Source: an optimization exercise on an open RTL-to-GDS flow (aim: small area). Production flows keep margins and buffers that such runs may drop.
Function was checked by simulation only, so behaviour that the tests miss may differ from the original.
Power figures rest on the tool's default switching activity, not on a simulated workload.

## YM2149
module YM2149 (
	input      [7:0] I_DA,
	output reg [7:0] O_DA,
	output           O_DA_OE_L,
	input            I_A9_L,
	input            I_A8,
	input            I_BDIR,
	input            I_BC2,
	input            I_BC1,
	input            I_SEL_L,
	input            I_STEREO,
	output reg [7:0] O_AUDIO,
	output reg [1:0] O_CHAN,
	output reg [9:0] O_AUDIO_L,
	output reg [9:0] O_AUDIO_R,
	input      [7:0] I_IOA,
	output     [7:0] O_IOA,
	output           O_IOA_OE_L,
	input      [7:0] I_IOB,
	output     [7:0] O_IOB,
	output           O_IOB_OE_L,
	input            ENA,  
	input            RESET_L,
	input            CLK
);
Size in the first run: roughly 1100 cells after synthesis, ~91 I/O pins.
clock: 10.0 ns
lec_check: 0
cap_margin: 5
core_margin: 2
core_utilization: 40
gpl_timing_driven: 0
slew_margin: 5
buffer_ports_args: -buffer_cell sky130_fd_sc_hd__buf_1
cts_args: -sink_clustering_enable -repair_clock_nets -dont_use_dummy_load -buf_list sky130_fd_sc_hd__clkbuf_16 -root_buf sky130_fd_sc_hd__clkbuf_4 -sink_clustering_size 25 -sink_clustering_max_diameter 100
standard.sh (not shown) runs the stock make flow with config.mk's settings and CLKGATE_MAP_FILE= SYNTH_SCRIPT=/design/flow/synth_recipe.tcl, a recipe that flattens the netlist after the stock synthesis.
==> flow/flow/run.sh <==
#!/bin/bash
# Layout flow: the standard synthesis; then the combinational logic between the
# registers (which are kept exactly as that synthesis made them) is re-mapped by ABC for
# area: each script s*.abc is tried, the smallest result is kept, and that is repeated
# from the kept netlist for a few rounds; then the standard layout steps on that
# netlist, with the settings in extra.mk (buf_1 port buffers, a clock tree of fewer
# buffers, no timing-driven placement).
set -euo pipefail
W=$PWD
F=$W/flow
R=$W/orfs/results/${FLOW_PLATFORM}/YM2149/base
LIB=$FLOW_HOME/platforms/${FLOW_PLATFORM}/lib/sky130_fd_sc_hd__tt_025C_1v80.lib
ROUNDS=3

if [[ -f $F/extra.mk ]]; then cat $F/extra.mk >> $W/config.mk; fi

# 1. standard synthesis
bash $W/standard.sh synth > $W/log_1_synth.txt 2>&1
cp $R/1_2_yosys.v $W/std_1_2_yosys.v

# 2. re-map the combinational logic; the flip-flop cells are kept as they are
python3 $F/gen_comb.py $LIB $W/comb_map.v > $W/log_2_gen_comb.txt 2>&1
mkdir -p $W/resyn
cur=$W/std_1_2_yosys.v
best_area=1e30
for r in $(seq 1 $ROUNDS); do
  found=""
  for s in $F/s*.abc; do
    n=r${r}_$(basename $s .abc)
    sed -e "s|@LIB@|$LIB|g" -e "s|@W@|$W|g" -e "s|@ABC@|$s|g" -e "s|@IN@|$cur|g" \
        -e "s|@OUT@|$W/resyn/$n.v|g" -e "s|@TOP@|$FLOW_TOP|g" $F/resyn.ys > $W/resyn/$n.ys
    if yosys -l $W/resyn/log_$n.txt -q -s $W/resyn/$n.ys > /dev/null 2>&1; then
      a=$(grep "Chip area for module" $W/resyn/log_$n.txt | tail -1 | awk '{print $NF}')
      echo "$n $a" >> $W/log_2_resyn_areas.txt
      if awk -v a="$a" -v b="$best_area" 'BEGIN{exit !(a < b)}'; then
        best_area=$a; found=$W/resyn/$n.v
      fi
    fi
  done
  [[ -z "$found" ]] && break
  cur=$found
  echo "round $r kept $cur $best_area" >> $W/log_2_resyn_areas.txt
done
if [[ "$cur" != "$W/std_1_2_yosys.v" ]]; then
  cp $cur $R/1_2_yosys.v
  touch $R/1_2_yosys.v
fi

# 3. standard layout from the re-mapped netlist
bash $W/standard.sh finish > $W/log_3_layout.txt 2>&1
Other scripts of this flow, unchanged in this note and not shown: flow/flow/extra.mk, flow/flow/gen_comb.py, flow/flow/resyn.ys, flow/flow/s01.abc, flow/flow/s02.abc, flow/flow/s03.abc, flow/flow/s04.abc, flow/flow/s05.abc, flow/flow/s06.abc, flow/flow/s07.abc, flow/flow/s08.abc, flow/flow/s09.abc, flow/flow/s10.abc
Then changed:
--- a/flow/design.v
+++ b/flow/design.v
@@ -179,57 +179,53 @@
 		default: ;
 	endcase
 end
 wire chan_mixed = (tone_ena_l | tone_src) & (noise_ena_l | poly17[0]);
 wire [4:0] chan_amp = ~chan_mixed ? 5'd0 :
                       chan_vol[4] ? env_vol :
                       (chan_vol[3:0] == 4'd0) ? 5'd0 : {chan_vol[3:0], 1'b1};
-reg  [4:0] amp, amp_d;
+reg  [4:0] amp;         
 reg  [7:0] dac_amp;
 reg        ena_seen1, ena_seen2;
-wire [1:0] chan_d = ena_seen2 ? cnt_div[1:0] + 2'd2 : 2'd0;
+wire [1:0] cnt_div_t1 = ena_seen1 ? cnt_div[1:0] + 2'd1 : 2'd0;
 always @(posedge CLK) begin
 	ena_seen1 <= ~rst & (ena_seen1 | ENA);
 	ena_seen2 <= ~rst & (ena_seen2 | (ena_seen1 & ENA));
 end
-always @(*) O_CHAN = chan_d;
-wire [31:0] amp_sel = 32'd1 << amp_d;
+always @(*) O_CHAN = ena_seen2 ? cnt_div[1:0] + 2'd2 : 2'd0;
+wire [31:0] amp_sel = 32'd1 << amp;
 always @(*) begin
 	dac_amp[0] = |(amp_sel & 32'hD24CBAB2);
 	dac_amp[1] = |(amp_sel & 32'hB207933C);
 	dac_amp[2] = |(amp_sel & 32'h957D23C0);
 	dac_amp[3] = |(amp_sel & 32'hF8D63C00);
 	dac_amp[4] = |(amp_sel & 32'hF567C000);
 	dac_amp[5] = |(amp_sel & 32'hA6780000);
 	dac_amp[6] = |(amp_sel & 32'hC7800000);
 	dac_amp[7] = |(amp_sel & 32'hF8000000);
 end
-always @(*) O_AUDIO = dac_amp;
 always @(posedge CLK) begin
 	if (rst | ENA) begin
-		amp   <= rst ? 5'd0 : chan_amp;
-		amp_d <= amp;  
+		amp        <= rst ? 5'd0 : chan_amp;
+		O_AUDIO    <= dac_amp;  
 	end
 end
 reg [9:0] vol_l, vol_r;
 reg       mix_done;    
-reg       stereo_d;    
-always @(posedge CLK)
-	if (ENA) stereo_d <= I_STEREO;
-wire first = (chan_d == 2'b10);  
-wire acc   = ~rst & ENA & (chan_d != 2'b11);
+wire first = (cnt_div_t1 == 2'b10);  
+wire acc   = ~rst & ENA & (cnt_div_t1 != 2'b11);
 wire clr   = rst | (ENA & first);
 wire [9:0] base_l = clr ? 10'd0 : vol_l;
 wire [9:0] base_r = clr ? 10'd0 : vol_r;
-wire [7:0] add_l  = (acc & ~(first & stereo_d)) ? dac_amp : 8'd0;
-wire [7:0] add_r  = (acc & ~(chan_d == 2'b00 & stereo_d)) ? dac_amp : 8'd0;
+wire [7:0] add_l  = (acc & ~(first & I_STEREO)) ? dac_amp : 8'd0;
+wire [7:0] add_r  = (acc & ~(cnt_div_t1 == 2'b00 & I_STEREO)) ? dac_amp : 8'd0;
 always @(posedge CLK) begin
 	vol_l    <= base_l + {2'b00, add_l};
 	vol_r    <= base_r + {2'b00, add_r};
-	mix_done <= ~rst & ENA & (chan_d == 2'b00);
+	mix_done <= ~rst & ENA & (cnt_div_t1 == 2'b11);
 	if (rst | mix_done) begin
 		O_AUDIO_L <= vol_l;
 		O_AUDIO_R <= vol_r;
 	end
 end
 assign O_IOA      = r14;
 assign O_IOA_OE_L = ~r7[6];
The new run finished with timing, DRC and antenna clean; clock-buffer cell count stays the same; non-clock buffer count rose by 1; global-route usage fell by 0.39 points; first-iteration DRC count fell by about 9%; wire length fell by 2.4%; design area rose by 0.54%; register-to-register slack improved by 150 ps; total power rose by about 2.8%; critical path depth fell by 20.

-- re-timing with driven ports --
Ports are ideal in the flow. The routed layouts listed here were re-timed in OpenROAD.
Step 1, drivers: a clkbuf_16 drives CLK and a buf_2 each remaining input, both assumed.
Step 2, shift: input delay + t, output delay - t, t = (earliest + latest rising clock arrival at the registers) / 2. This alone moves slack from input paths to output paths.
a / b / c = ideal ports / drivers / drivers and shift; a / b = the first two.
| run | t (ns) | setup slack, ns | clock arrival spread, ns | worst register clock-pin slew, ns | worst slew at a driven data input, ns |
|---|---|---|---|---|---|
| the first run | 0.686 | 3.342 / 3.360 / 2.674 | 0.047 / 0.048 | 0.11 / 0.11 | 0.04 |
| the second run | 0.701 | 2.771 / 2.774 / 2.074 | 0.054 / 0.053 | 0.11 / 0.11 | 0.06 |
After both steps every run listed still meets setup and hold. The setup slack of the second run, which loses most, moves by +0.003 ns with the drivers and by -0.697 ns with both steps.
